Background: an optimization exercise with open tools, aiming at small area, a short achievable clock period and few clock cycles. Do not read the settings as production practice. Function was checked by simulation only, so behaviour that the tests miss may differ from the original. Power and IR drop assume default switching activity.

===== config.mk =====
export PLATFORM = sky130hd
export DESIGN_NAME = MIPS
export DESIGN_NICKNAME = MIPS
export VERILOG_FILES = /design/flow/design.v
export SDC_FILE = /design/flow/constraint.sdc
export NUM_CORES = 4
export LEC_CHECK = 0
export CAP_MARGIN = 20
export CORE_MARGIN = 2
export CORE_UTILIZATION = 30
export PLACE_DENSITY = 0.45
export SLEW_MARGIN = 20
export SYNTH_HIERARCHICAL = 1

===== constraint.sdc =====
create_clock -name core_clock -period 32.0 [get_ports {clk}]
set_input_delay 6.4000 -clock core_clock [delete_from_list [all_inputs] [get_ports {clk}]]
set_output_delay 6.4000 -clock core_clock [all_outputs]
set_load 0.01 [all_outputs]

===== design.v =====
module MIPS(
    clk,
    rst_n,
    in_valid,
    instruction,
    output_reg,
    out_valid,
    out_1,
    out_2,
    out_3,
    out_4,
    instruction_fail
);
input clk;
input rst_n;
input in_valid;
input [31:0] instruction;
input [19:0] output_reg;
output logic out_valid, instruction_fail;
output logic [15:0] out_1, out_2, out_3, out_4;
function automatic [5:0] dec(input [4:0] c);
    dec[0] = (c == 5'b10001);
    dec[1] = (c == 5'b10010);
    dec[2] = (c == 5'b01000);
    dec[3] = (c == 5'b10111);
    dec[4] = (c == 5'b11111);
    dec[5] = (c == 5'b10000);
endfunction
function automatic [15:0] strip(input [15:0] x);
    logic [15:0] y;
    y = x;
    if (y[7:0] == 8'd0) y = y >> 8;
    if (y[3:0] == 4'd0) y = y >> 4;
    if (y[1:0] == 2'd0) y = y >> 2;
    if (y[0] == 1'b0)   y = y >> 1;
    strip = y;
endfunction
function automatic [15:0] sstrip(input [15:0] x, input neg);
    logic [16:0] y;
    y = {neg, x};
    if (y[7:0] == 8'd0) y = {{8{neg}}, y[16:8]};
    if (y[3:0] == 4'd0) y = {{4{neg}}, y[16:4]};
    if (y[1:0] == 2'd0) y = {{2{neg}}, y[16:2]};
    if (y[0] == 1'b0)   y = {neg, y[16:1]};
    sstrip = {y[15:1] ^ {15{neg}}, y[0]};
endfunction
function automatic [3:0] ctz(input [15:0] x);
    logic [15:0] y;
    y = x;
    ctz[3] = (y[7:0] == 8'd0); if (ctz[3]) y = y >> 8;
    ctz[2] = (y[3:0] == 4'd0); if (ctz[2]) y = y >> 4;
    ctz[1] = (y[1:0] == 2'd0); if (ctz[1]) y = y >> 2;
    ctz[0] = (y[0] == 1'b0);
endfunction
function automatic [15:0] lowbit(input [15:0] x);
    logic seen;
    seen = 1'b0;
    for (int i = 0; i < 16; i++) begin
        lowbit[i] = x[i] && !seen;
        seen = seen || x[i];
    end
endfunction
function automatic onehot16(input [15:0] x);
    logic any, multi;
    any = 1'b0;
    multi = 1'b0;
    for (int i = 0; i < 16; i++) begin
        multi = multi | (any & x[i]);
        any = any | x[i];
    end
    onehot16 = any && !multi;
endfunction
function automatic [15:0] rev(input [15:0] x);
    for (int i = 0; i < 16; i++) rev[i] = x[15 - i];
endfunction
logic [15:0] R [0:5];
logic [15:0] A, B;
logic        Bneg;
logic [3:0]  sh;
logic op_add, op_and, op_or, op_nor, op_shl, op_shr, op_one;
logic busy, first;
logic [5:0] dest;
logic [3:0] hit;
logic [5:0] osel [0:3];
logic [5:0]  rs1h, rt1h, rd1h, wdest;
logic        rtype, addi, f_add, f_and, f_or, f_nor, f_shl, f_shr, f_gcd, is_gcd;
logic        fail, za, zb, pa, pb, same, gdone;
logic [15:0] ra, rb;
logic [5:0]  zf, pf;
assign rs1h  = dec(instruction[25:21]);
assign rt1h  = dec(instruction[20:16]);
assign rd1h  = dec(instruction[15:11]);
assign rtype = (instruction[31:26] == 6'b000000);
assign addi  = (instruction[31:26] == 6'b001000);
assign f_add = (instruction[6:0] == 7'b0100000);
assign f_and = (instruction[6:0] == 7'b0100100);
assign f_or  = (instruction[6:0] == 7'b0100101);
assign f_nor = (instruction[6:0] == 7'b0100111);
assign f_shl = (instruction[6:0] == 7'b0000000);
assign f_shr = (instruction[6:0] == 7'b0000010);
assign f_gcd = (instruction[6:0] == 7'b1111000);
assign is_gcd = rtype && f_gcd;
assign wdest = rtype ? rd1h : rt1h;
always_comb begin
    ra = 16'd0;
    rb = 16'd0;
    for (int j = 0; j < 6; j++) begin
        zf[j] = (R[j] == 16'd0);
        pf[j] = onehot16(R[j]);
        ra = ra | ({16{rs1h[j]}} & R[j]);
        rb = rb | ({16{rt1h[j]}} & R[j]);
    end
end
assign za = |(rs1h & zf);
assign zb = |(rt1h & zf);
assign pa = |(rs1h & pf);
assign pb = |(rt1h & pf);
assign same = (instruction[25:21] == instruction[20:16]);
assign fail = !(rtype || addi) || !(|rs1h) || !(|rt1h) ||
              (rtype && (!(|rd1h) ||
                         !(f_add || f_and || f_or || f_nor || f_shl || f_shr || f_gcd))) ||
              (is_gcd && (za || zb));
assign gdone = same || pa || pb;
logic [15:0] u1, u2;
logic [16:0] d2;
logic        t1, t2;
MIPS_gcd_step gcd_step (.A(A), .B(B), .Bneg(Bneg), .u1(u1), .u2(u2), .d2(d2), .t1(t1), .t2(t2));
logic [15:0] res;
MIPS_alu_out alu_out (
    .A(A), .B(B), .sh(sh),
    .op_add(op_add), .op_and(op_and), .op_or(op_or), .op_nor(op_nor),
    .op_shl(op_shl), .op_shr(op_shr), .op_one(op_one),
    .hit(hit), .osel0(osel[0]), .osel1(osel[1]), .osel2(osel[2]), .osel3(osel[3]),
    .R0(R[0]), .R1(R[1]), .R2(R[2]), .R3(R[3]), .R4(R[4]), .R5(R[5]),
    .res(res), .out_1(out_1), .out_2(out_2), .out_3(out_3), .out_4(out_4));
always_ff @(posedge clk or negedge rst_n) begin
    if (!rst_n) begin
        out_valid <= 1'b0;
        busy <= 1'b0;
    end else if (in_valid) begin
        out_valid <= !(is_gcd && !fail && !gdone);
        busy <= is_gcd && !fail && !gdone;
    end else if (busy) begin
        out_valid <= t1 || t2;
        busy <= !(t1 || t2);
    end else begin
        out_valid <= 1'b0;
    end
end
always_ff @(posedge clk) begin
    if (busy) begin
        A <= t1 ? u1 : u2;
        B <= d2[15:0];
        Bneg <= d2[16];
    end else begin
        if (rtype && f_shl) A <= rb;
        else if (rtype && f_shr) A <= rev(rb);
        else A <= ra;
        B <= addi ? instruction[15:0] : rb;
        Bneg <= 1'b0;
    end
end
always_ff @(posedge clk) begin
    first <= in_valid;
    if (busy) begin
        if (first) sh <= ctz(A | B);
    end else begin
        sh <= instruction[10:7];
    end
end
always_ff @(posedge clk) begin
    if (!busy) begin
        op_add <= addi || f_add;
        op_and <= !addi && f_and;
        op_or  <= !addi && (f_or || (f_gcd && same));
        op_nor <= !addi && f_nor;
        op_shl <= !addi && (f_shl || (f_gcd && !gdone));
        op_shr <= !addi && f_shr;
        op_one <= !addi && f_gcd && !same && (pa || pb);
        instruction_fail <= fail;
        dest <= fail ? 6'd0 : wdest;
        hit[0] <= !fail && |(dec(output_reg[4:0])   & wdest);
        hit[1] <= !fail && |(dec(output_reg[9:5])   & wdest);
        hit[2] <= !fail && |(dec(output_reg[14:10]) & wdest);
        hit[3] <= !fail && |(dec(output_reg[19:15]) & wdest);
        osel[0] <= fail ? 6'd0 : dec(output_reg[4:0])   & ~wdest;
        osel[1] <= fail ? 6'd0 : dec(output_reg[9:5])   & ~wdest;
        osel[2] <= fail ? 6'd0 : dec(output_reg[14:10]) & ~wdest;
        osel[3] <= fail ? 6'd0 : dec(output_reg[19:15]) & ~wdest;
    end
end
always_ff @(posedge clk or negedge rst_n) begin
    if (!rst_n) begin
        for (int j = 0; j < 6; j++) R[j] <= 16'd0;
    end else begin
        for (int j = 0; j < 6; j++)
            if (out_valid && dest[j]) R[j] <= res;
    end
end
endmodule
module MIPS_gcd_step (
    input  logic [15:0] A,
    input  logic [15:0] B,
    input  logic        Bneg,
    output logic [15:0] u1,
    output logic [15:0] u2,
    output logic [16:0] d2,
    output logic        t1,
    output logic        t2
);
function automatic [5:0] dec(input [4:0] c);
    dec[0] = (c == 5'b10001);
    dec[1] = (c == 5'b10010);
    dec[2] = (c == 5'b01000);
    dec[3] = (c == 5'b10111);
    dec[4] = (c == 5'b11111);
    dec[5] = (c == 5'b10000);
endfunction
function automatic [15:0] strip(input [15:0] x);
    logic [15:0] y;
    y = x;
    if (y[7:0] == 8'd0) y = y >> 8;
    if (y[3:0] == 4'd0) y = y >> 4;
    if (y[1:0] == 2'd0) y = y >> 2;
    if (y[0] == 1'b0)   y = y >> 1;
    strip = y;
endfunction
function automatic [15:0] sstrip(input [15:0] x, input neg);
    logic [16:0] y;
    y = {neg, x};
    if (y[7:0] == 8'd0) y = {{8{neg}}, y[16:8]};
    if (y[3:0] == 4'd0) y = {{4{neg}}, y[16:4]};
    if (y[1:0] == 2'd0) y = {{2{neg}}, y[16:2]};
    if (y[0] == 1'b0)   y = {neg, y[16:1]};
    sstrip = {y[15:1] ^ {15{neg}}, y[0]};
endfunction
function automatic [3:0] ctz(input [15:0] x);
    logic [15:0] y;
    y = x;
    ctz[3] = (y[7:0] == 8'd0); if (ctz[3]) y = y >> 8;
    ctz[2] = (y[3:0] == 4'd0); if (ctz[2]) y = y >> 4;
    ctz[1] = (y[1:0] == 2'd0); if (ctz[1]) y = y >> 2;
    ctz[0] = (y[0] == 1'b0);
endfunction
function automatic [15:0] lowbit(input [15:0] x);
    logic seen;
    seen = 1'b0;
    for (int i = 0; i < 16; i++) begin
        lowbit[i] = x[i] && !seen;
        seen = seen || x[i];
    end
endfunction
function automatic onehot16(input [15:0] x);
    logic any, multi;
    any = 1'b0;
    multi = 1'b0;
    for (int i = 0; i < 16; i++) begin
        multi = multi | (any & x[i]);
        any = any | x[i];
    end
    onehot16 = any && !multi;
endfunction
function automatic [15:0] rev(input [15:0] x);
    for (int i = 0; i < 16; i++) rev[i] = x[15 - i];
endfunction
logic [15:0] us1, vs1, vs2;
logic [16:0] d1;
assign us1 = strip(A);
assign vs1 = sstrip(B, Bneg);
assign d1  = {1'b0, us1} - {1'b0, vs1};
assign u1  = d1[16] ? us1 : vs1;
assign t1  = (d1 == 17'd0) || (vs1 == 16'd1);
assign vs2 = sstrip(d1[15:0], d1[16]);
assign d2  = {1'b0, u1} - {1'b0, vs2};
assign u2  = d2[16] ? u1 : vs2;
assign t2  = (d2 == 17'd0) || (vs2 == 16'd1);
endmodule
module MIPS_alu_out (
    input  logic [15:0] A,
    input  logic [15:0] B,
    input  logic [3:0]  sh,
    input  logic        op_add, op_and, op_or, op_nor, op_shl, op_shr, op_one,
    input  logic [3:0]  hit,
    input  logic [5:0]  osel0, osel1, osel2, osel3,
    input  logic [15:0] R0, R1, R2, R3, R4, R5,
    output logic [15:0] res,
    output logic [15:0] out_1, out_2, out_3, out_4
);
function automatic [5:0] dec(input [4:0] c);
    dec[0] = (c == 5'b10001);
    dec[1] = (c == 5'b10010);
    dec[2] = (c == 5'b01000);
    dec[3] = (c == 5'b10111);
    dec[4] = (c == 5'b11111);
    dec[5] = (c == 5'b10000);
endfunction
function automatic [15:0] strip(input [15:0] x);
    logic [15:0] y;
    y = x;
    if (y[7:0] == 8'd0) y = y >> 8;
    if (y[3:0] == 4'd0) y = y >> 4;
    if (y[1:0] == 2'd0) y = y >> 2;
    if (y[0] == 1'b0)   y = y >> 1;
    strip = y;
endfunction
function automatic [15:0] sstrip(input [15:0] x, input neg);
    logic [16:0] y;
    y = {neg, x};
    if (y[7:0] == 8'd0) y = {{8{neg}}, y[16:8]};
    if (y[3:0] == 4'd0) y = {{4{neg}}, y[16:4]};
    if (y[1:0] == 2'd0) y = {{2{neg}}, y[16:2]};
    if (y[0] == 1'b0)   y = {neg, y[16:1]};
    sstrip = {y[15:1] ^ {15{neg}}, y[0]};
endfunction
function automatic [3:0] ctz(input [15:0] x);
    logic [15:0] y;
    y = x;
    ctz[3] = (y[7:0] == 8'd0); if (ctz[3]) y = y >> 8;
    ctz[2] = (y[3:0] == 4'd0); if (ctz[2]) y = y >> 4;
    ctz[1] = (y[1:0] == 2'd0); if (ctz[1]) y = y >> 2;
    ctz[0] = (y[0] == 1'b0);
endfunction
function automatic [15:0] lowbit(input [15:0] x);
    logic seen;
    seen = 1'b0;
    for (int i = 0; i < 16; i++) begin
        lowbit[i] = x[i] && !seen;
        seen = seen || x[i];
    end
endfunction
function automatic onehot16(input [15:0] x);
    logic any, multi;
    any = 1'b0;
    multi = 1'b0;
    for (int i = 0; i < 16; i++) begin
        multi = multi | (any & x[i]);
        any = any | x[i];
    end
    onehot16 = any && !multi;
endfunction
function automatic [15:0] rev(input [15:0] x);
    for (int i = 0; i < 16; i++) rev[i] = x[15 - i];
endfunction
logic [15:0] shl;
assign shl = A << sh;
always_comb begin
    res = ({16{op_add}} & (A + B))
        | ({16{op_and}} & (A & B))
        | ({16{op_or}}  & (A | B))
        | ({16{op_nor}} & ~(A | B))
        | ({16{op_shl}} & shl)
        | ({16{op_shr}} & rev(shl))
        | ({16{op_one}} & lowbit(A | B));
end
logic [15:0] R [0:5];
logic [5:0]  osel [0:3];
assign R[0] = R0; assign R[1] = R1; assign R[2] = R2;
assign R[3] = R3; assign R[4] = R4; assign R[5] = R5;
assign osel[0] = osel0; assign osel[1] = osel1; assign osel[2] = osel2; assign osel[3] = osel3;
logic [15:0] o [0:3];
always_comb begin
    for (int k = 0; k < 4; k++) begin
        o[k] = {16{hit[k]}} & res;
        for (int j = 0; j < 6; j++)
            o[k] = o[k] | ({16{osel[k][j]}} & R[j]);
    end
end
assign out_1 = o[0];
assign out_2 = o[1];
assign out_3 = o[2];
assign out_4 = o[3];
endmodule

===== run.sh =====
#!/bin/bash
# synth_recipe.tcl (not shown) runs the flow's synth.tcl, then flattens the netlist and writes it again
# the make line also repeats each setting of config.mk as NAME=value (left out here)
make -C /OpenROAD-flow-scripts/flow DESIGN_CONFIG=/design/flow/config.mk WORK_HOME=/design/flow/orfs CLKGATE_MAP_FILE= SYNTH_SCRIPT=/design/flow/synth_recipe.tcl finish

==> run summary, run 1 <==
Die
The die is 269.5 µm wide. The initial core utilization is 30.25%. The die covers 0.07264 mm². The floorplan has 97 rows. The core region is 0.06991 mm². The die is 269.5 µm tall. The number of primary I/O pins is 121.

Global route
The number of global-route vias before repair is 21,646. The first global-routing pass estimated 146.5 mm of wire. For met3 alone, demand over resource in global routing was 4.132%.

The overall fraction of global-route tracks in use is 26.51%. Global routing consumed, on the met2 layer, 44.02% of the routing resources. The global routing stage identified its most utilized layer as met2. Entering global routing, the biggest net connects 69 pins. The overflow left after global routing is 0.

The initial antenna violation count is 2. The met1 track demand over resource is 34.01%.

Pwr
The internal power of the cells is 1314 µW. The worst ir drop on vdd is 0.1507 mV. The switching share of power is 58.96%. The analysis attributes to cell leakage a power of 0.008802 µW. Of the total power, registers draw 11.2%. The fraction of power consumed by the clock network is 7.2%.

Summed over all nets, the switching power comes to 1888 µW. The share of power burned in combinational logic is 81.6%. In this run the power density over the cells is 134.8 mW/mm².

Worst setup path
By startpoint and endpoint, the worst setup path is classified as reg -> out. The largest individual stage delay along the critical path comes from the cell dfxtp_1. In this design, the largest share of critical-path delay is due to compound AO/OA/AOI/OAI gates. The largest fanout of any net on the critical path is 18.

Walking the worst path, the cells encountered are inv_1, ha_1, a21oi_1, nor3b_1, o31ai_1, o41a_1, xor2_1, o21a_1, o21ai_0, clkdlybuf4s50_1. The data arrival time at the worst-slack endpoint is 4.78 ns. STA classifies the critical path endpoint as an output pin. The stage delay of the slowest cell on the critical path is 0.81 ns. STA classifies the critical path startpoint as a register. The required time of the critical path is 25.60 ns. The number of buffers and inverters on the critical path is 2.

Detailed routing
Once detail routing completed, the nets flagged for antenna violations numbered 0. The violation count after the first detailed-routing iteration is 2,569. The wire length after detailed routing is 100.0 mm. The vias after detailed routing is 22,813. Dividing the detail-routed wire length by the instance count gives 28.21 µm.

The first-pass iteration count of the detailed router is 7. The number of DRC violations after detailed routing is 0. The per-cell via count in the routed design is 6.435.

Clock network
The number of gates resized after CTS was 0. The total setup buffers inserted after CTS is 0. The buffer levels on the longest clock path is 2.

The clock latency at the later pin of the worst-skew pair is 0.50 ns. The clock sink count is 178. Clock-pin slew was measured on the worst setup and hold paths at 0.07 ns. The post-cts hold buffer count is 0. The number of buffers added by the clock tree synthesis step is 17. The maximum level of the CTS H-tree is 4. TritonCTS built the clock tree. The root buffer cell chosen for the clock tree is clkbuf_16.

Logic synthesis
During synthesis, Yosys emitted a total of 16 warnings. Summing the areas of all compound-gate instances in the mapped netlist gives 32.18% of the synthesized area. The share of cell area taken by muxes after synthesis is 12.28%. Averaged over all synthesized cells, the footprint is 8.169 µm². The share of async-settable or async-resettable flops after synthesis is 55.06%. After synthesis, flip-flops and latches occupy 21.35% of the total area. The largest family of logic cells by synthesized area is compound AO/OA/AOI/OAI gates. The main flop type after synthesis is dfrtp_1. Synthesis produced 2,589 cells. After Yosys synthesis, XOR and XNOR cells account for 3.757% of the synthesized area. Summing the areas of all fa, ha and maj instances in the mapped netlist gives 3.911% of the synthesized area.

The count of cell types in the netlist is 127. The mapped cell area is 0.02115 mm². The number of enable-type register cells in the synthesized netlist is 46. The synthesized netlist devotes 21.37% of its cell area to simple gates. The number of nets in the synthesized netlist is 2,699.

Counting flops and latches in the post-synthesis netlist gives 178.

Final layout
The layout overhead on the synthesized area is 12.35%. The number of nets in the finished design is 2,702. The repair_antennas step left the layout with diodes totalling 0. The area of combinational cells with multiple inputs is 0.01560 mm². The fraction of layout instances using a drive strength above 1 is 11.79%. The area of all sequential standard cells is 0.004516 mm². The number of standard cells in the final layout excluding fillers is 3,545. Fill cells in the final layout number 7,352.

STA
The post-route clock period utilization is 34.95%. The max-slew violation count is 0. At the pin with the least slew margin, the transition time is 1.149 ns.

The final clock skew is 0.01526 ns. Setup violations remaining at the end of the flow were counted as 0. Based on the critical path, the design can be clocked at up to 89.42 MHz. The final hold violation count was 0. The worst path in the final design needs a cycle of 11.18 ns, including I/O delays and setup. The summed negative setup slack over all endpoints is 0 ns. In this run the tightest slew margin relative to its limit is 23.24%. Setup repair after global routing left no endpoint under its margin.

Placed design
Port buffering added 120 buffers. Once detailed placement completed, the half-perimeter wirelength came to 74.33 mm. The number of cells in the design after placement is 3,511. The placer's final routability congestion estimate is 0.9664.

Run
The number of violations of the max-capacitance limit is 0.

Outcome
The run finished with no timing, DRC or antenna violations.

Worst hold path
The class of the tightest hold or removal check is reg -> reg.
==> final cells by class <==
class                   count  area share [%]
clock buffers              20           1.922
clock inverters            12          0.7003
inverters                  90           1.427
multi-input cells        2147           65.66
flip-flops and latches    178           19.00
well taps                 940           4.950
repair buffers            158           6.340
==> modules after synthesis, one instance, submodules excluded <==
module         cells inside  cell area [µm²]  flip-flops and latches
MIPS_gcd_step           817             5817                       0
MIPS                   1041            10350                     178
MIPS_alu_out            731             4977                       0
==> synth_stat cells, types with 10 or more instances <==
cell | n | area, µm²
o21ai_1 | 11 | 55.05
mux2_2 | 113 | 1272
nand2_1 | 213 | 799.5
o31ai_1 | 13 | 97.59
nand3_1 | 94 | 470.5
ha_1 | 53 | 663.1
nand2b_1 | 24 | 150.1
o211ai_1 | 22 | 165.2
o221ai_1 | 10 | 87.58
o21ai_0 | 139 | 695.7
dfxtp_1 | 34 | 680.7
mux4_2 | 11 | 247.7
nand4b_1 | 19 | 166.4
a211oi_1 | 24 | 180.2
nor3_1 | 70 | 350.3
or4_1 | 13 | 97.59
nand3b_1 | 13 | 97.59
clkbuf_1 | 129 | 484.2
a211o_1 | 10 | 87.58
a21o_1 | 58 | 435.4
buf_2 | 25 | 125.1
and4_1 | 12 | 105.1
o21a_1 | 17 | 127.6
mux2i_1 | 88 | 880.8
xnor2_1 | 60 | 525.5
a21oi_1 | 115 | 575.6
xor2_1 | 17 | 148.9
and2_1 | 16 | 100.1
nor4b_1 | 10 | 87.58
and3_1 | 33 | 206.5
nor2b_1 | 27 | 168.9
edfxtp_1 | 46 | 1381
nand4_1 | 31 | 193.9
nor4_1 | 38 | 237.7
a22oi_1 | 262 | 1967
a311oi_1 | 19 | 166.4
a221oi_1 | 34 | 297.8
inv_1 | 90 | 337.8
a31oi_1 | 33 | 206.5
a22o_1 | 16 | 140.1
nor2_1 | 155 | 581.8
or2_2 | 16 | 100.1
o22ai_1 | 19 | 118.9
dfrtp_1 | 98 | 2452
==> cells by family (layout without fill, tap and decap cells) <==
family | count (synthesis) | after routing
flops | 178 | 178
mux | 224 | 224
buf+inv | 264 | 280
simple gates | 841 | 841
xor+xnor | 83 | 83
compound gates | 932 | 932
fa+ha+maj | 67 | 67
==> sequential cells by signal, summed over array words and instances, names as in the netlist <==
| name | cells |
|---|---|
| A | 16 |
| B | 16 |
| Bneg | 1 |
| R | 96 |
| busy | 1 |
| dest | 6 |
| first | 1 |
| hit | 4 |
| instruction_fail | 1 |
| op_add | 1 |
| op_and | 1 |
| op_nor | 1 |
| op_one | 1 |
| op_or | 1 |
| op_shl | 1 |
| op_shr | 1 |
| osel | 24 |
| out_valid | 1 |
| sh | 4 |
==> per-layer routing <==
layer  up-vias  wire length (µm)
met5         -                13
met4         2              4233
met3       217              6974
met2      1198             47450
met1     11229             41320
li1      10167                 -
==> final timing paths <==
path | from | to | slack [ns] | cells after the start
setup / recovery | A[1]$_DFF_P_ | out_1[15] | 20.82 | 10
hold / removal | R[3][5]$_DFFE_PN0P_ | R[3][5]$_DFFE_PN0P_ | 0.80 | 1
setup reg to reg | B[1]$_DFF_P_ | out_valid$_DFF_PN0_ | 21.65 | 33
hold reg to reg | R[3][5]$_DFFE_PN0P_ | R[3][5]$_DFFE_PN0P_ | 0.80 | 1
max in group asynchronous | rst_n | busy$_DFF_PN0_ | 24.86 | 2
min in group asynchronous | rst_n | R[1][7]$_DFFE_PN0P_ | 5.87 | 1
==> metrics by stage <==
step	util, %	hold slack (ns)	power (µW)	cell area (µm²)	worst slack, ns
6_report	33.99	0.7962	3203	23760	20.82
5_1_grt	33.99	0.8197	3400	23760	20.66
4_1_cts	33.92	0.7884	3146	23710	20.92
3_5_place_dp	33.02	0.7704	2898	23090	21.48
3_3_place_gp	33.00	0.7598	2891	23070	21.58
2_1_floorplan	-	0.5903	2200	21150	23.17
==> cells in the final DEF (no fill, tap or decap), types with 13 or more instances in the layout <==
| cell | count |
|---|---|
| or2_2 | 16 |
| dfrtp_1 | 97 |
| nand3b_1 | 13 |
| nand4b_1 | 19 |
| nand3_1 | 94 |
| clkbuf_16 | 17 |
| nor4_1 | 38 |
| xor2_1 | 17 |
| a22oi_1 | 262 |
| nand4_1 | 31 |
| a311oi_1 | 19 |
| nor2b_1 | 27 |
| nand2b_1 | 24 |
| a221oi_1 | 34 |
| mux2i_1 | 88 |
| or4_1 | 13 |
| o22ai_1 | 19 |
| a22o_1 | 16 |
| xnor2_1 | 60 |
| a211oi_1 | 24 |
| clkdlybuf4s50_1 | 119 |
| nor2_1 | 154 |
| o211ai_1 | 22 |
| and3_1 | 32 |
| a31oi_1 | 33 |
| o21ai_0 | 139 |
| nor3_1 | 70 |
| inv_1 | 89 |
| a21oi_1 | 115 |
| buf_4 | 36 |
| and2_1 | 16 |
| edfxtp_1 | 46 |
| a21o_1 | 58 |
| dfxtp_1 | 34 |
| ha_1 | 53 |
| nand2_1 | 211 |
| o21a_1 | 17 |
| mux2_2 | 113 |
==> power groups by stage <==
stage | Sequential [µW] | Combinational (µW) | Clock [µW]
4_1_cts | 355 | 2560 | 235
5_1_grt | 362 | 2800 | 242
3_3_place_gp | 358 | 2530 | 0
2_1_floorplan | 306 | 1890 | 0
3_5_place_dp | 360 | 2540 | 0
6_report | 359 | 2610 | 230
Testbench counts, summed over its fixed seeds: cycles 6,193.
==> run 2, diff against run 1 <==
--- a/config.mk
+++ b/config.mk
@@ -5,6 +5,7 @@
 export SDC_FILE = /design/flow/constraint.sdc
 export NUM_CORES = 4
 export LEC_CHECK = 0
+export ABC_AREA = 1
 export CAP_MARGIN = 20
 export CORE_MARGIN = 2
 export CORE_UTILIZATION = 30
==> run 2 against run 1 <==
Net effect: still clean on timing, DRC and antenna; combinational power is about 10% lower; synthesized cell count is 44% higher; worst setup slack better by 1.2 ns; critical path type unchanged.
==> run summary, run 2 <==
STA
The final hold violation count is 0 (unchanged). Setup repair after global routing left no endpoint under its margin. The final number of setup-violating endpoints is 0 (unchanged).

The summed negative setup slack over all endpoints is 0 ns (unchanged). The maximum frequency from static timing analysis came to 100.5 MHz (+12%). The worst hold slack is 0.5710 ns (-0.2252 ns). The headroom to the max-slew limit is 26.18% (+2.9 points). The slew at the pin with the worst max-slew slack is 1.107 ns (-0.04133 ns).

The final critical path time including I/O delays and setup is 9.951 ns (-1.232 ns). The final clock skew is 0.02155 ns (+0.006292 ns). The max-slew violation count is 0 (unchanged). The post-route clock period utilization is 31.10% (-3.8 points).

Clock network
The number of resized instances in the post-cts repair step is 0 (unchanged). The clock latency at the later pin of the worst-skew pair came to 0.51 ns (about the same). The clock-pin slew on the worst setup and hold paths was 0.07 ns (about the same).

The maximum level of the CTS H-tree was 4 (unchanged). The total setup buffers inserted after CTS was 0 (unchanged). The post-cts hold buffer count is 0 (unchanged).

The clock tree from TritonCTS is built. The clock sink count came to 178 (unchanged). The buffer levels on the longest clock path came to 2 (unchanged). The number of buffers added by the clock tree synthesis step is 17 (unchanged). The CTS root buffer is clkbuf_16.

Final layout
The layout overhead on the synthesized area is 10.62%. The fraction of layout instances using a drive strength above 1 is 7.381% (-4.4 points). Leaving out fill and tap cells, the most frequent cell in the layout is nand2_1.

The library cells used most frequently in the layout, excluding fill and tap cells, are 1,271 x nand2_1, 452 x inv_1, 314 x nand3_1. The largest registers in the layout are R (96), osel (24). The diode insertion count for antenna repair came to 0 (unchanged).

The most flop-heavy register is R. The finished layout cell area is 0.02434 mm² (+2.4%). The flip-flop count of the largest register after layout is 96 (unchanged). The number of nets in the finished design came to 3,850 (+42%).

Global route
The overflow left after global routing came to 0 (unchanged). The overall fraction of global-route tracks in use is 28.15% (+1.6 points). The number of global-route vias before repair came to 24,583 (+14%). The maximum number of pins on one net before global-route repair came to 60 (-13%).

The wire length of the first global-routing pass is 159.1 mm (+8.6%). The initial antenna violation count is 2 (unchanged).

Die
The total die area came to 0.07552 mm² (+4.0%). The number of primary I/O pins is 121 (unchanged). The total number of placement rows is 99 (+2.1%). The vertical die dimension is 274.8 µm (+2.0%). The initial core utilization is 30.21% (-0.045 points). The width of the die is 274.8 µm (+2.0%). The core region area was 0.07283 mm² (+4.2%).

Worst setup path
The worst reg-to-reg path cell count is 42 (+27%). The cell family contributing the most delay on the critical path is simple AND/OR/NAND/NOR gates. The destination of the worst register-to-register timing path is A[5]$_DFF_P_. The launching element type of the critical path is a register. The largest fanout of any net on the critical path is 7 (-11).

The stage delay of the slowest cell on the critical path came to 0.55 ns (-0.26 ns). The cell with the most instances on the worst path is nand2_1. The required time of the critical path came to 25.60 ns (about the same). The cell with the biggest individual delay on the critical path is dfxtp_1.

Traced cell by cell, the critical path runs through inv_1, ha_1, a21oi_1, o21ai_2, nand2_1, nand2_1, o21ai_0, nand3b_1, nand2_1, nand2_1, clkdlybuf4s50_1. In this run the critical register-to-register path is launched from B[6]$_DFF_P_. The endpoint class of the critical path is an output pin.

The worst-case register-to-register setup slack is 22.87 ns (+1.22 ns). The critical path is of the reg -> out type. The number of buffers and inverters on the critical path was 2 (unchanged). The data arrival time at the worst-slack endpoint is 3.55 ns (-1.23 ns).

Detailed routing
The number of DRC violations after detailed routing is 0 (unchanged). The violation count after the first detailed-routing iteration was 2,616 (+1.8%). The number of nets still failing antenna checks after routing is 0 (unchanged). The wire length after detailed routing is 107.2 mm (+7.2%).

The first-pass iteration count of the detailed router is 6 (-1). The detailed-route wire length per cell came to 22.75 µm (-19%). The vias after detailed routing is 25,852 (+13%). The per-cell via count in the routed design is 5.486 (-15%).

Placed design
The post-detailed-placement half-perimeter wirelength was 83.83 mm (+13%). The placer's final routability congestion estimate was 1.002 (+3.6%). The count of buffers inserted at the top-level ports is 120 (unchanged). The total placed instance area is 0.02377 mm² (+3.0%).

Pwr
The standby leakage power was 0.01219 µW (+39%). The total power is 2812 µW (-12%). The worst ir drop on vdd came to 0.1227 mV (-19%). The power per unit of standard cell area was 115.5 mW/mm² (-14%).

Logic synthesis
After synthesis, the cell types taking the most area are nand2_1 22%, dfrtp_1 11%, inv_1 7.7%, nand3_1 7.1%, o21ai_0 6.5%. The count of cell types in the netlist is 74 (-42%). The largest total area in the synthesized netlist belongs to nand2_1. The synthesized area per cell is 5.899 µm² (-28%). The main flop type after synthesis is dfrtp_1. The number of register bits inferred by synthesis is 178 (unchanged). The most common cell in the synthesized netlist is nand2_1. The number of standard cells after synthesis is 3,730 (+44%). By count the netlist is led by 1,273 x nand2_1, 452 x inv_1, 314 x nand3_1, 284 x o21ai_0, 260 x nor2_1.

The number of nets in the synthesized netlist is 3,840 (+42%). The mapped cell area is 0.02200 mm² (+4.0%). The yosys synthesis warning count is 16 (unchanged). The share of the synthesized area in the top cell type is 21.72% (+10 points).

The register area share after synthesis is 20.52% (-0.83 points). The number of enable-type register cells in the synthesized netlist is 46 (unchanged). The share of async-settable or async-resettable flops after synthesis is 55.06% (unchanged).

Worst hold path
The worst hold path terminates at R[2][10]$_DFFE_PN0P_. The class of the tightest hold or removal check is reg -> reg. The worst hold path cell count was 2 (+1).

The worst hold path begins at R[2][10]$_DFFE_PN0P_.

Outcome
The run finished with no timing, DRC or antenna violations.

Run
The number of violations of the max-capacitance limit is 0 (unchanged).
-- run 2: logic make-up (layout without fill, tap and decap cells) --
logic type               after synthesis  after routing  synth area share (%)
AND/OR/NAND/NOR                     2177           2177                 44.60
AO/OA/AOI/OAI                        679            679                 19.19
buffers and inverters                621            644                 11.65
flip-flops                           178            178                 20.52
adder cells (fa/ha/maj)               55             55                 3.196
XOR/XNOR                              18             18                0.7506
multiplexers                           2              2               0.09099
-- run 2: where the power goes --
group / switching (µW) / internal [µW] / leakage (µW) / total, µW
clock network: 108 / 105 / 0.000278 / 213
registers: 12.9 / 236 / 0.00170 / 249
logic: 1680 / 671 / 0.0102 / 2350
total: 1800 / 1010 / 0.0122 / 2810
-- run 2: layer usage --
metal	up-vias	routed length (µm)	global-route usage (%)	share of wire, %
met4	2	4745	11.65	4.4
met1	12132	47370	37.21	44
met5	-	9	0	0.0084
li1	12448	-	-	-
met3	230	6792	4.434	6.3
met2	1040	48300	45.59	45
-- run 2: worst register-to-register path, delay by kind of cell (launching register included) --
family | cells | cell delay, ns
flip-flops | 1 | 0.54
buffers and inverters | 4 | 0.48
AO/OA/AOI/OAI | 5 | 0.95
XOR/XNOR | 2 | 0.66
adder cells (fa/ha/maj) | 2 | 0.75
AND/OR/NAND/NOR | 29 | 5.61
-- run 2: worst max-delay path by stage --
stage	from	slack, ns	to	cells after the start
after floorplan	A[0]$_DFF_P_	23.80	out_1[12]	11
after global placement	instruction[28]	22.20	A[0]$_DFF_P_	11
after detailed placement	instruction[28]	22.24	A[0]$_DFF_P_	11
after CTS	A[2]$_DFF_P_	22.13	out_3[5]	11
after global routing	A[2]$_DFF_P_	21.86	out_1[5]	12
final	A[2]$_DFF_P_	22.05	out_4[5]	11
-- run 2: cell type report --
type                       count  area, µm²
fill                        8320      48500
multi-input combinational   2931      14950
sequential                   178       4514
inverter                     476       1797
timing repair buffer         136       1319
tap                          959       1200
clock buffer                  20      447.9
clock inverter                12      115.1
-- run 2: stage by stage --
step                      setup slack, ns  utilization, %  instances
after global placement              22.20           32.63       4680
after global routing                21.86           33.42       4712
after detailed placement            22.24           32.63       4680
after CTS                           22.13           33.41       4712
after floorplan                     23.80               -       3730
final                               22.05           33.42       4712
-- run 2: per-module statistics from Yosys (local to each module, per instance) --
module,flops+latches,cells inside,area (µm²)
MIPS,178,1469,10610
MIPS_alu_out,0,1076,5558
MIPS_gcd_step,0,1185,5838
==> run 3, diff against run 2 <==
--- a/config.mk
+++ b/config.mk
@@ -8,7 +8,7 @@
 export ABC_AREA = 1
 export CAP_MARGIN = 20
 export CORE_MARGIN = 2
-export CORE_UTILIZATION = 30
-export PLACE_DENSITY = 0.45
+export CORE_UTILIZATION = 55
+export PLACE_DENSITY = 0.65
 export SLEW_MARGIN = 20
 export SYNTH_HIERARCHICAL = 1
==> run 3 against run 2 <==
Net effect: global-route usage is 17 points higher; critical path depth stayed put; combinational power hardly changed; clock-buffer cell count is 3 lower; clock skew is 0.0035 ns lower; sequential share of layout area is 0.39 points higher; maximum frequency is 0.96% lower; sequential power hardly changed.
==> run summary, run 3 <==
Worst setup path
The data arrival time at the worst-slack endpoint came to 3.65 ns (+0.10 ns). The endpoint class of the critical path is an output pin. The largest fanout of any net on the critical path is 7 (unchanged). The launching element type of the critical path is a register.

The launching instance or port of the critical path is A[2]$_DFF_P_. The worst setup path is of the reg -> out kind. The required time of the critical path is 25.60 ns (about the same). In this run the critical register-to-register path is launched from B[1]$_DFF_P_.

Final layout
The finished layout cell area is 0.02383 mm² (-2.1%). The most flop-heavy register is R. The most common cell after layout, fill and taps aside is nand2_1. The fraction of layout instances using a drive strength above 1 came to 7.280% (-0.10 points). Compared with the post-synthesis result, the final layout area differs by 8.320%. The largest registers in the layout are R (96), osel (24). The flip-flop count of the largest register after layout is 96 (unchanged). The number of nets in the finished design was 3,847 (-0.078%).

The number of standard cells in the final layout excluding fillers is 4,277 (-9.2%). The number of filler cells placed in the layout is 3,957 (-52%). The library cells used most frequently in the layout, excluding fill and tap cells, are 1,272 x nand2_1, 452 x inv_1, 314 x nand3_1.

Logic synthesis
The synthesized area per cell was 5.899 µm² (unchanged). The number of register bits inferred by synthesis is 178 (unchanged). The number of enable-type register cells in the synthesized netlist was 46 (unchanged). The number of nets in the synthesized netlist was 3,840 (unchanged). nand2_1 takes more of the synthesized area than any other cell. The share of the synthesized area in the top cell type was 21.72% (unchanged). In the post-synthesis netlist, the biggest area contributors are nand2_1 22%, dfrtp_1 11%, inv_1 7.7%, nand3_1 7.1%, o21ai_0 6.5%. The share of async-settable or async-resettable flops after synthesis is 55.06% (unchanged). The most common cell in the synthesized netlist is nand2_1. The main flop type after synthesis is dfrtp_1. The register area share after synthesis is 20.52% (unchanged). The mapped cell area is 0.02200 mm² (unchanged). The number of standard cells after synthesis is 3,730 (unchanged). Counting instances in the post-synthesis netlist gives the leading cell types as 1,273 x nand2_1, 452 x inv_1, 314 x nand3_1, 284 x o21ai_0, 260 x nor2_1. The count of cell types in the netlist was 74 (unchanged). The yosys synthesis warning count is 16 (unchanged).

Clock network
The buffer levels on the longest clock path is 2 (unchanged). The total setup buffers inserted after CTS is 0 (unchanged). The post-cts hold buffer count came to 0 (unchanged).

The maximum level of the CTS H-tree is 4 (unchanged). The clock-pin slew on the worst setup and hold paths is 0.09 ns (+0.02 ns). The number of resized instances in the post-cts repair step came to 0 (unchanged). The clock latency at the later pin of the worst-skew pair came to 0.46 ns (-0.05 ns). The number of buffers added by the clock tree synthesis step was 17 (unchanged). The clock tree from TritonCTS is built. The clock sink count is 178 (unchanged). The CTS root buffer is clkbuf_16.

STA
The final critical path time including I/O delays and setup was 10.05 ns (+0.09660 ns). The final clock skew was 0.01801 ns (-0.003538 ns). The worst setup margin was 21.95 ns (-0.09660 ns). The post-route clock period utilization was 31.40% (+0.30 points). The headroom to the max-slew limit is 28.27% (+2.1 points). The final hold violation count came to 0 (unchanged). The maximum frequency from static timing analysis came to 99.52 MHz (-0.96%). The max-slew violation count is 0 (unchanged). The slew at the pin with the worst max-slew slack is 1.065 ns (-0.04250 ns). The final number of setup-violating endpoints is 0 (unchanged). Setup repair after global routing left no endpoint under its margin. The summed negative setup slack over all endpoints is 0 ns (unchanged).

Pwr
The worst ir drop on vdd was 0.1473 mV (+20%). The standby leakage power is 0.01220 µW (about the same). The power per unit of standard cell area is 118.0 mW/mm² (+2.1%).

Die
The width of the die is 204.0 µm (-26%). The vertical die dimension is 204.0 µm (-26%). The total number of placement rows was 73 (-26%). The number of primary I/O pins is 121 (unchanged). The initial core utilization is 55.50% (+25 points). The total die area was 0.04162 mm² (-45%). The core region area is 0.03964 mm² (-46%).

Detailed routing
The first-pass iteration count of the detailed router is 11 (+5). The sum of routed wire segments on met1 is 34.01 mm (-28%). The met3 routed wirelength was 12.25 mm (+80%). The number of DRC violations after detailed routing is 0 (unchanged). The detailed-route wire length per cell is 22.29 µm (-2.0%). The number of nets still failing antenna checks after routing is 0 (unchanged). The wire length after detailed routing came to 95.34 mm (-11%). The total met2 wirelength after detailed routing is 41.27 mm (-15%). The per-cell via count in the routed design is 6.483 (+18%). The top layer used by detailed routing is met5. The vias after detailed routing is 27,727 (+7.3%). The violation count after the first detailed-routing iteration is 4,077 (+56%).

Global route
The initial antenna violation count is 1 (-1). The number of global-route vias before repair is 25,860 (+5.2%). The overflow left after global routing was 0 (unchanged). The maximum number of pins on one net before global-route repair was 68 (+13%). The wire length of the first global-routing pass is 144.9 mm (-8.9%). The overall fraction of global-route tracks in use is 44.95% (+17 points).

Placed design
The total placed instance area is 0.02320 mm² (-2.4%). The post-detailed-placement half-perimeter wirelength is 72.69 mm (-13%). The count of buffers inserted at the top-level ports is 120 (unchanged).

The placer's final routability congestion estimate is 1.115 (+11%). The number of cells in the design after placement was 4,243 (-9.3%). The placement-stage worst setup slack was 22.46 ns (+0.2161 ns).

Run
The number of violations of the max-capacitance limit is 0 (unchanged).

Outcome
The run finished with no timing, DRC or antenna violations.

Worst hold path
In this run the worst hold path is classified as reg -> reg. The startpoint of the most critical hold path is first$_DFF_P_.
## run 3: cell count changes in the layout (fill, tap and decap cells not counted), moves of 2 or more
cell and change:
buf_4 -3, clkinv_8 +5, diode_2 +2, inv_12 +3, inv_6 -2, inv_8 -2
## run 3: metrics by stage
stage,util (%),hold slack [ns],power (µW)
2_1_floorplan,-,0.4954,2025
3_3_place_gp,58.52,0.5502,2461
3_5_place_dp,58.52,0.5643,2512
4_1_cts,60.10,0.5830,2744
5_1_grt,60.11,0.5903,3070
6_report,60.12,0.5795,2813
## run 3: final timing paths
path                                             to  slack, ns  cells after the start
min in group asynchronous       R[3][6]$_DFFE_PN0P_       5.87                      1
worst max-delay path                       out_1[5]      21.95                     11
worst max register to register         A[0]$_DFF_P_      23.05                     43
max in group asynchronous       out_valid$_DFF_PN0_      24.80                      2
worst min register to register      sh[1]$_DFFE_PP_       0.58                      1
worst min-delay path                sh[1]$_DFFE_PP_       0.58                      1
## run 3: cell families after synthesis
kind of cell | share of synthesized area, %
AO/OA/AOI/OAI | 19.19
XOR/XNOR | 0.7506
adder cells (fa/ha/maj) | 3.196
buffers and inverters | 11.65
flip-flops | 20.52
multiplexers | 0.09099
AND/OR/NAND/NOR | 44.60
## run 3: per-module statistics from Yosys (local to each module, per instance)
module | cells inside | flops+latches | times used | cell area, µm²
MIPS_gcd_step | 1185 | 0 | 1 | 5838
MIPS | 1469 | 178 | 1 | 10610
MIPS_alu_out | 1076 | 0 | 1 | 5558
## run 3: power by group
part / internal, µW / total [µW] / switching [µW]
combinational: 670 / 2340 / 1670
sequential: 236 / 248 / 12.6
clock: 108 / 227 / 119
total: 1010 / 2810 / 1800
## run 3: per-layer routing
layer	vias to the layer above	GRT usage (%)
met4	2	29.24
li1	12471	-
met3	617	10.41
met2	2078	71.77
met1	12559	54.25
met5	-	1.429
## run 3: cell type report
cell class | instances | area [µm²] | share of cell area [%]
clock buffers | 17 | 425.4 | 1.785
multi-input cells | 2931 | 14940 | 62.67
diodes | 2 | 5.005 | 0.02100
clock inverters | 15 | 201.4 | 0.8452
inverters | 476 | 1797 | 7.539
flip-flops and latches | 178 | 4514 | 18.94
well taps | 525 | 656.9 | 2.756
repair buffers | 133 | 1296 | 5.439
## run 3: critical path, cell delays in order (launching register included)
cell	delay, ns
dfxtp_1	0.51
inv_1	0.11
ha_1	0.40
a21oi_1	0.23
o21ai_2	0.12
nand2_1	0.07
nand2_1	0.13
o21ai_0	0.29
nand3b_1	0.54
nand2_1	0.21
nand2_1	0.08
clkdlybuf4s50_1	0.49
==> run 4, diff against run 3 <==
==> flow/run.sh (new file) <==
#!/bin/bash
# The standard layout (standard.sh: standard synthesis and ORFS steps),
# with two changes: port buffers are sky130_fd_sc_hd__buf_2 (instead of the
# slow delay buffer buffer_ports picks by default), and timing repair aims
# 22.6 ns above the 32 ns target's zero slack, so that it also shortens the
# few slowest paths.
set -euo pipefail
export BUFFER_PORTS_ARGS="-buffer_cell sky130_fd_sc_hd__buf_2"
export SETUP_SLACK_MARGIN=22.6
bash standard.sh > standard.log 2>&1
==> standard.sh (new file) <==
#!/bin/bash
# synth_recipe.tcl (not shown) runs the flow's synth.tcl, then flattens the netlist and writes it again
# the make line also repeats each setting of config.mk as NAME=value (left out here)
make -C /OpenROAD-flow-scripts/flow DESIGN_CONFIG=/design/flow/config.mk WORK_HOME=/design/flow/orfs CLKGATE_MAP_FILE= SYNTH_SCRIPT=/design/flow/synth_recipe.tcl "${@:-finish}"
--- a/config.mk
+++ b/config.mk
@@ -8,7 +8,7 @@
 export ABC_AREA = 1
 export CAP_MARGIN = 20
 export CORE_MARGIN = 2
-export CORE_UTILIZATION = 55
-export PLACE_DENSITY = 0.65
+export CORE_UTILIZATION = 30
+export PLACE_DENSITY = 0.45
 export SLEW_MARGIN = 20
 export SYNTH_HIERARCHICAL = 1
removed: run.sh
==> run 4 against run 3 <==
Net effect: largest cell class unchanged; flip-flop and latch count stayed put; clock-buffer cell count unchanged; sequential power barely moved; critical endpoint is now out_4[0]; sequential share of layout area is 0.092 points higher; critical path depth down 2; first-iteration DRC count decreased by 36%; highest routed layer is now met4; largest power group unchanged; worst hold slack got worse by 0.0023 ns; die area grew 81%; power is essentially flat; final cell count rose by 10%.
==> run summary, run 4 <==
Logic synthesis
The main flop type after synthesis is dfrtp_1. The number of standard cells after synthesis came to 3,730 (unchanged). The number of nets in the synthesized netlist is 3,840 (unchanged). The register area share after synthesis is 20.52% (unchanged). The mapped cell area is 0.02200 mm² (unchanged). The cell taking the most area after synthesis is nand2_1. The most common cell in the synthesized netlist is nand2_1. The number of register bits inferred by synthesis is 178 (unchanged). The yosys synthesis warning count is 16 (unchanged). The share of the synthesized area in the top cell type is 21.72% (unchanged). The synthesized area per cell came to 5.899 µm² (unchanged). By area the synthesized netlist is led by nand2_1 22%, dfrtp_1 11%, inv_1 7.7%, nand3_1 7.1%, o21ai_0 6.5%. The count of cell types in the netlist came to 74 (unchanged).

The share of async-settable or async-resettable flops after synthesis is 55.06% (unchanged). Counting instances in the post-synthesis netlist gives the leading cell types as 1,273 x nand2_1, 452 x inv_1, 314 x nand3_1, 284 x o21ai_0, 260 x nor2_1. The number of enable-type register cells in the synthesized netlist is 46 (unchanged).

Detailed routing
The first-pass iteration count of the detailed router is 8 (-3). The wire length after detailed routing is 106.3 mm (+12%). The number of DRC violations after detailed routing is 0 (unchanged). The violation count after the first detailed-routing iteration is 2,626 (-36%).

The detailed-route wire length per cell is 22.52 µm (+1.0%). The per-cell via count in the routed design was 5.501 (-15%). The number of nets still failing antenna checks after routing is 0 (unchanged).

The vias after detailed routing is 25,972 (-6.3%).

STA
Setup repair after global routing left no endpoint under its margin. The summed negative setup slack over all endpoints is 0 ns (unchanged). The final critical path time including I/O delays and setup is 9.291 ns (-0.7564 ns).

The final number of setup-violating endpoints is 0 (unchanged). The slew at the pin with the worst max-slew slack is 1.108 ns (+0.04273 ns). The maximum frequency from static timing analysis is 107.6 MHz (+8.1%).

The worst hold slack was 0.5772 ns (-0.002338 ns). The headroom to the max-slew limit came to 26.17% (-2.1 points). The final hold violation count is 0 (unchanged). The post-route clock period utilization is 29.04% (-2.4 points).

The max-slew violation count came to 0 (unchanged). The final clock skew is 0.03177 ns (+0.01376 ns).

Clock network
The number of buffers added by the clock tree synthesis step came to 17 (unchanged). The clock sink count is 178 (unchanged). The clock-pin slew on the worst setup and hold paths was 0.08 ns (about the same).

The maximum level of the CTS H-tree is 4 (unchanged). The buffer levels on the longest clock path is 2 (unchanged). The CTS root buffer is clkbuf_16. The clock latency at the later pin of the worst-skew pair was 0.51 ns (+0.05 ns). The clock tree from TritonCTS is built.

Global route
The wire length of the first global-routing pass is 157.2 mm (+8.5%). The overall fraction of global-route tracks in use is 27.68% (-17 points). The number of global-route vias before repair is 24,450 (-5.5%). The initial antenna violation count is 0 (-1).

The maximum number of pins on one net before global-route repair came to 70 (+2.9%). The overflow left after global routing came to 0 (unchanged).

Worst setup path
The launching element type of the critical path is a register. The launching instance or port of the critical path is op_and$_DFFE_PN_. The worst reg-to-reg path cell count is 42 (-2.3%).

The end point of the critical path is out_4[0]. By startpoint and endpoint, the worst setup path is classified as reg -> out. The largest individual stage delay along the critical path comes from the cell edfxtp_1. In this run the critical register-to-register path is captured at A[2]$_DFF_P_. The stage delay of the slowest cell on the critical path came to 0.69 ns (+0.15 ns). The endpoint class of the critical path is an output pin. The data arrival time at the worst-slack endpoint was 2.89 ns (-0.76 ns). Counting stages on the worst path, the most repeated cell is nand2_1. The largest fanout of any net on the critical path is 11 (+4). The required time of the critical path is 25.60 ns (about the same).

The launch instance of the worst register-to-register path is B[1]$_DFF_P_. Traced cell by cell, the critical path runs through inv_1, o21ai_0, a21oi_1, o21ai_0, a31oi_1, nand2_1, nand2_1, nand2_1, buf_2. The worst-case register-to-register setup slack was 23.34 ns (+0.29 ns).

Die
The width of the die is 274.8 µm (+35%). The total die area was 0.07552 mm² (+81%). The total number of placement rows is 99 (+36%). The vertical die dimension is 274.8 µm (+35%).

The core region area is 0.07283 mm² (+84%). The number of primary I/O pins was 121 (unchanged). The initial core utilization came to 30.21% (-25 points).

Final layout
The area of combinational cells with multiple inputs is 0.01500 mm² (+0.39%). The diode insertion count for antenna repair is 0 (-2). Ranked by flip-flop count, first place goes to R. The area of all sequential standard cells came to 0.004557 mm² (+0.94%). The flip-flop count of the largest register after layout was 96 (unchanged). The number of filler cells placed in the layout was 8,321 (+110%). The library cell used most frequently in the layout, excluding fill and tap cells, is nand2_1. In the layout the commonest cells are 1,269 x nand2_1, 451 x inv_1, 314 x nand3_1.

The largest registers in the layout are R (96), osel (24). The layout overhead on the synthesized area is 8.814%. The number of nets in the finished design was 3,859 (+0.31%). The fraction of layout instances using a drive strength above 1 is 11.64% (+4.4 points).

The number of standard cells in the final layout excluding fillers is 4,721 (+10%).

Pwr
The power per unit of standard cell area came to 117.5 mW/mm² (-0.42%). The standby leakage power came to 0.01239 µW (+1.6%). The worst ir drop on vdd is 0.1020 mV (-31%).

Run
The number of violations of the max-capacitance limit is 0 (unchanged).

Placed design
The post-detailed-placement half-perimeter wirelength is 82.63 mm (+14%). The number of cells in the design after placement is 4,680 (+10%). The placer's final routability congestion estimate is 1.016 (-8.9%). The count of buffers inserted at the top-level ports was 120 (unchanged).

Outcome
The run finished with no timing, DRC or antenna violations.

Worst hold path
The class of the tightest hold or removal check is reg -> reg.
[run 4: cell counts after synthesis]
Identical to the previous run, type by type.
[run 4: cell families after synthesis]
group | Yosys count | share of synthesized area, %
and+or+nand+nor | 2177 | 44.60
xor gates and xnor gates | 18 | 0.7506
muxes | 2 | 0.09099
adders and majority gates | 55 | 3.196
buffers and inverters | 621 | 11.65
DFF | 178 | 20.52
AOI/OAI and AO/OA | 679 | 19.19
[run 4: final cells by class]
class	instances	share of cell area (%)
Multi-Input combinational cell	2931	62.63
Sequential cell	178	19.03
Inverter	476	7.520
Tap cell	959	5.012
Timing Repair Buffer	144	3.339
Clock buffer	17	1.777
Clock inverter	15	0.6637
Timing Repair inverter	1	0.02090
[run 4: per-layer routing]
metal | share of wire, % | track usage [%]
met1 | 44 | 36.55
met2 | 46 | 45.13
met3 | 7.0 | 4.268
met4 | 3.8 | 11.08
met5 | 0 | 0
[run 4: how the worst min path moves through the flow]
| stage | from | endpoint | slack (ns) | cells after the start |
|---|---|---|---|---|
| 5_1_grt | first$_DFF_P_ | sh[0]$_DFFE_PP_ | 0.63 | 1 |
| 3_5_place_dp | first$_DFF_P_ | sh[0]$_DFFE_PP_ | 0.56 | 1 |
| 3_3_place_gp | R[2][10]$_DFFE_PN0P_ | R[2][10]$_DFFE_PN0P_ | 0.56 | 2 |
| 2_1_floorplan | R[2][10]$_DFFE_PN0P_ | R[2][10]$_DFFE_PN0P_ | 0.50 | 2 |
| 6_report | R[2][10]$_DFFE_PN0P_ | R[2][10]$_DFFE_PN0P_ | 0.58 | 2 |
| 4_1_cts | R[2][10]$_DFFE_PN0P_ | R[2][10]$_DFFE_PN0P_ | 0.58 | 2 |
[run 4: power by group]
part	total, µW	leakage (µW)	internal (µW)	switching (µW)
sequential	248	0.00171	236	12.2
clock	220	0.000280	104	116
combinational	2350	0.0104	669	1680
total	2810	0.0124	1010	1800
[run 4: metrics by stage]
stage | power, µW | utilization, % | setup slack, ns | instance area [µm²]
after floorplan | 2025 | - | 23.80 | 22000
after global placement | 2577 | 31.82 | 22.83 | 23170
after detailed placement | 2572 | 31.82 | 22.79 | 23170
after CTS | 2803 | 32.71 | 22.60 | 23830
after global routing | 3131 | 32.87 | 22.60 | 23940
final | 2814 | 32.87 | 22.71 | 23940
[run 4: critical path: cells and delay by family, from the launching register on]
kind | cells | cell delay (ns)
buffers and inverters | 2 | 0.44
DFF | 1 | 0.69
and+or+nand+nor | 3 | 0.66
AOI/OAI and AO/OA | 4 | 0.58
[run 4: repair_timing]
action                                  CTS  global route
pin swaps                                 1             3
hold buffers                              0             0
gates cloned                              0             1
gates resized for setup                   8            38
buffers inserted                          5             3
endpoints found under the setup margin   38            74
[run 4: Yosys stat by module, one instance, submodules excluded]
module / flip-flops and latches / cells inside / copies in the design
MIPS: 178 / 1469 / 1
MIPS_gcd_step: 0 / 1185 / 1
MIPS_alu_out: 0 / 1076 / 1
==> run 5, diff against run 4 <==
==> flow/run.sh (replaced) <==
#!/bin/bash
# The standard layout (standard.sh: standard synthesis and ORFS steps),
# with one change: the buffers that global placement puts on every input and
# output port are sky130_fd_sc_hd__buf_2 instead of the cell buffer_ports
# picks by default (a slow delay buffer, clkdlybuf4s50_1).
set -euo pipefail
export BUFFER_PORTS_ARGS="-buffer_cell sky130_fd_sc_hd__buf_2"
bash standard.sh > standard.log 2>&1
--- a/config.mk
+++ b/config.mk
@@ -6,9 +6,9 @@
 export NUM_CORES = 4
 export LEC_CHECK = 0
 export ABC_AREA = 1
-export CAP_MARGIN = 20
+export CAP_MARGIN = 50
 export CORE_MARGIN = 2
 export CORE_UTILIZATION = 30
 export PLACE_DENSITY = 0.45
-export SLEW_MARGIN = 20
+export SLEW_MARGIN = 50
 export SYNTH_HIERARCHICAL = 1
==> run 5 against run 4 <==
Net effect: still clean on timing, DRC and antenna; core utilization up 0.22 points; maximum frequency down 2.1%; die area unchanged; wire length about the same; sequential share of layout area down 0.30 points; clock skew down 0.0087 ns; largest cell class unchanged; largest power group unchanged.
==> run summary, run 5 <==
STA
The final hold violation count was 0 (unchanged). The final number of setup-violating endpoints is 0 (unchanged). The summed negative setup slack over all endpoints is 0 ns (unchanged). The maximum frequency from static timing analysis came to 105.3 MHz (-2.1%).

The post-route clock period utilization is 29.67% (+0.63 points). The slew at the pin with the worst max-slew slack is 0.8067 ns (-0.3008 ns). The final critical path time including I/O delays and setup is 9.493 ns (+0.2015 ns). The headroom to the max-slew limit is 46.22% (+20 points). The max-slew violation count is 0 (unchanged).

The worst hold slack came to 0.5852 ns (+0.007974 ns). The worst setup margin is 22.51 ns (-0.2015 ns). Setup repair after global routing left no endpoint under its margin.

The final clock skew came to 0.02309 ns (-0.008683 ns).

Final layout
The diode insertion count for antenna repair is 0 (unchanged). The library cells used most frequently in the layout, excluding fill and tap cells, are 1,271 x nand2_1, 450 x inv_1, 314 x nand3_1. The most flop-heavy register is R. The layout overhead on the synthesized area is 9.554%.

The number of nets in the finished design is 3,881 (+0.57%). The final standard cell utilization of the core is 33.09% (+0.22 points). The area of combinational cells with multiple inputs was 0.01500 mm² (about the same). The number of filler cells placed in the layout is 8,289 (-0.38%). The most common cell after layout, fill and taps aside is nand2_1. The largest registers in the layout are R (96), osel (24). The area of all sequential standard cells is 0.004514 mm² (-0.93%). The flip-flop count of the largest register after layout is 96 (unchanged). The fraction of layout instances using a drive strength above 1 is 11.39% (-0.25 points).

Clock network
The post-cts hold buffer count is 0 (unchanged). The total setup buffers inserted after CTS is 0 (-5). The maximum level of the CTS H-tree was 4 (unchanged). The buffer levels on the longest clock path came to 2 (unchanged). The clock-pin slew on the worst setup and hold paths is 0.07 ns (about the same). The clock tree from TritonCTS is built. The clock sink count was 178 (unchanged). The number of buffers added by the clock tree synthesis step was 17 (unchanged). The number of resized instances in the post-cts repair step came to 0 (-8).

The clock latency at the later pin of the worst-skew pair is 0.51 ns (about the same). CTS placed an instance of clkbuf_16 at the clock tree root.

Die
The total die area came to 0.07552 mm² (unchanged). The vertical die dimension is 274.8 µm (unchanged). The core region area came to 0.07283 mm² (unchanged). The width of the die came to 274.8 µm (unchanged). The total number of placement rows is 99 (unchanged).

The initial core utilization is 30.21% (unchanged). The number of primary I/O pins is 121 (unchanged).

Worst setup path
The stage delay of the slowest cell on the critical path is 0.48 ns (-0.21 ns). The cell with the biggest individual delay on the critical path is dfxtp_1. The cell with the most instances on the worst path is nand2_1.

The largest fanout of any net on the critical path came to 7 (-4). The critical path is of the reg -> out type. The endpoint class of the critical path is an output pin. The signal on the critical path passes through inv_1, ha_1, a21oi_1, o21ai_2, nand2_1, nand2_1, o21ai_0, nand3b_1, nand2_1, nand2_1, buf_2. The data arrival time at the worst-slack endpoint is 3.09 ns (+0.20 ns). The required time of the critical path came to 25.60 ns (about the same).

The launching element type of the critical path is a register.

Pwr
The share of power burned in combinational logic came to 83.3% (about the same). The internal power of the cells came to 1017 µW (+0.69%). The sequential group share of total power came to 8.8% (about the same). The power per unit of standard cell area is 116.9 mW/mm² (-0.56%). The worst ir drop on vdd was 0.1101 mV (+8.0%). The standby leakage power was 0.01255 µW (+1.3%). The switching share of power is 63.91% (-0.21 points). The net switching component of the power came to 1800 µW (-0.21%).

The fraction of power consumed by the clock network is 7.9% (about the same). The total power is 2817 µW (+0.12%).

Worst hold path
The min-delay analysis places its worst path in the category reg -> reg.

Logic synthesis
The number of enable-type register cells in the synthesized netlist came to 46 (unchanged). The number of nets in the synthesized netlist is 3,840 (unchanged). The share of the synthesized area in the top cell type is 21.72% (unchanged). The register area share after synthesis came to 20.52% (unchanged). The count of cell types in the netlist is 74 (unchanged). By count the netlist is led by 1,273 x nand2_1, 452 x inv_1, 314 x nand3_1, 284 x o21ai_0, 260 x nor2_1. The main flop type after synthesis is dfrtp_1. The mapped cell area was 0.02200 mm² (unchanged). The number of register bits inferred by synthesis is 178 (unchanged). nand2_1 is the most common cell in the netlist. Yosys attributes the largest share of cell area to nand2_1 22%, dfrtp_1 11%, inv_1 7.7%, nand3_1 7.1%, o21ai_0 6.5%. The number of standard cells after synthesis is 3,730 (unchanged).

The share of async-settable or async-resettable flops after synthesis is 55.06% (unchanged). The yosys synthesis warning count came to 16 (unchanged). The synthesized area per cell is 5.899 µm² (unchanged). The largest total area in the synthesized netlist belongs to nand2_1.

Detailed routing
The first-pass iteration count of the detailed router is 6 (-2). The detailed-route wire length per cell was 22.41 µm (-0.50%). The number of nets still failing antenna checks after routing was 0 (unchanged).

The per-cell via count in the routed design is 5.516 (+0.26%). The number of DRC violations after detailed routing is 0 (unchanged). The violation count after the first detailed-routing iteration was 2,590 (-1.4%). The vias after detailed routing is 26,161 (+0.73%). The wire length after detailed routing is 106.3 mm (about the same).

Run
The number of violations of the max-capacitance limit is 0 (unchanged).

Global route
The number of global-route vias before repair came to 24,673 (+0.91%). The overflow left after global routing is 0 (unchanged). The overall fraction of global-route tracks in use is 27.68% (about the same).

The maximum number of pins on one net before global-route repair is 70 (unchanged). The wire length of the first global-routing pass is 157.2 mm (about the same). The initial antenna violation count is 0 (unchanged).

Placed design
The post-detailed-placement half-perimeter wirelength is 83.71 mm (+1.3%). The placement-stage worst setup slack came to 23.05 ns (+0.2610 ns). The placer's final routability congestion estimate is 1.016 (unchanged).

The count of buffers inserted at the top-level ports is 120 (unchanged).

Outcome
The run finished with no timing, DRC or antenna violations.
[run 5: cell types whose count changed in the layout (fill, tap and decap cells not counted), sizes merged]
cell and change:
clkinv +1, inv -2, clkinvlp -3, bufinv +1, clkbuf +2, buf +23
[run 5: power by group through the flow]
stage	Sequential [µW]	Clock [µW]	Combinational, µW
final	248	223	2350
after global routing	249	233	2650
after CTS	248	226	2330
after detailed placement	253	0	2320
after global placement	253	0	2320
after floorplan	245	0	1780
[run 5: cell type report]
cell class	instances	area share (%)
Timing Repair Buffer	167	4.168
Clock buffer	19	1.796
Sequential cell	178	18.73
Clock inverter	13	0.6592
Multi-Input combinational cell	2931	62.22
Inverter	476	7.454
Tap cell	959	4.978
[run 5: per-stage QoR]
| stage | std cells | instance area (µm²) |
|---|---|---|
| finish | 4743 | 24100 |
| detailed placement | 4710 | 23480 |
| floorplan | 3730 | 22000 |
| global route | 4743 | 24100 |
| global placement | 4680 | 23170 |
| CTS | 4742 | 24070 |
[run 5: worst paths after layout]
kind | startpoint | slack, ns | cells after the start | endpoint
min in group asynchronous | rst_n | 5.89 | 1 | R[2][11]$_DFFE_PN0P_
min reg2reg | first$_DFF_P_ | 0.59 | 1 | sh[1]$_DFFE_PP_
max reg2reg | B[6]$_DFF_P_ | 23.18 | 45 | A[2]$_DFF_P_
max | A[2]$_DFF_P_ | 22.51 | 11 | out_1[5]
max in group asynchronous | rst_n | 25.14 | 2 | busy$_DFF_PN0_
min | first$_DFF_P_ | 0.59 | 1 | sh[1]$_DFFE_PP_
[run 5: critical path, delay by kind of cell (launching register included)]
kind | cells | cell delay, ns
buffers and inverters | 2 | 0.26
adder cells (fa/ha/maj) | 1 | 0.38
AND/OR/NAND/NOR | 5 | 0.76
AO/OA/AOI/OAI | 3 | 0.69
flip-flops | 1 | 0.48
[run 5: per-module statistics from Yosys (local to each module, per instance)]
module,flip-flops and latches,cells inside,copies in the design
MIPS,178,1469,1
MIPS_alu_out,0,1076,1
MIPS_gcd_step,0,1185,1
[run 5: kinds of logic after synthesis]
family,share of synthesized area [%]
buffers and inverters,11.65
adders and majority gates,3.196
xor gates and xnor gates,0.7506
and+or+nand+nor,44.60
muxes,0.09099
AOI/OAI and AO/OA,19.19
DFF,20.52
[run 5: per-layer routing]
layer	GRT usage [%]	part of all wire, %	up-vias
met5	0	0	-
met1	36.67	44	12254
met4	12.30	4.5	0
met2	44.61	45	1140
li1	-	-	12528
met3	3.998	6.7	239

-- separate check: timing with driven ports --
How much do the figures lean on ideal ports? The routed layouts below were timed once more, with nothing changed but the port constraints. Step 1, drivers: a clkbuf_16 drives clk and a buf_2 each remaining input, both assumed. Step 2 moves the port delays by t, midway between the first and last clock arrival at a register: inputs arrive t later, outputs are due t later. That takes back most of the time a late clock gives input paths. Slacks: ideal / step 1 / step 2; pairs: ideal / step 1.
run | t, ns | setup slack, ns | worst hold slack (ns)
run 1 | 0.546 | 20.817 / 20.759 / 21.305 | 0.796 / 0.796 / 0.796
run 2 | 0.561 | 22.049 / 21.984 / 22.240 | 0.571 / 0.571 / 0.571
run 3 | 0.504 | 21.952 / 21.897 / 22.096 | 0.580 / 0.580 / 0.580
run 4 | 0.563 | 22.709 / 22.644 / 22.722 | 0.577 / 0.577 / 0.577
run 5 | 0.562 | 22.507 / 22.441 / 22.970 | 0.585 / 0.585 / 0.585
After both steps every run listed still meets setup and hold.
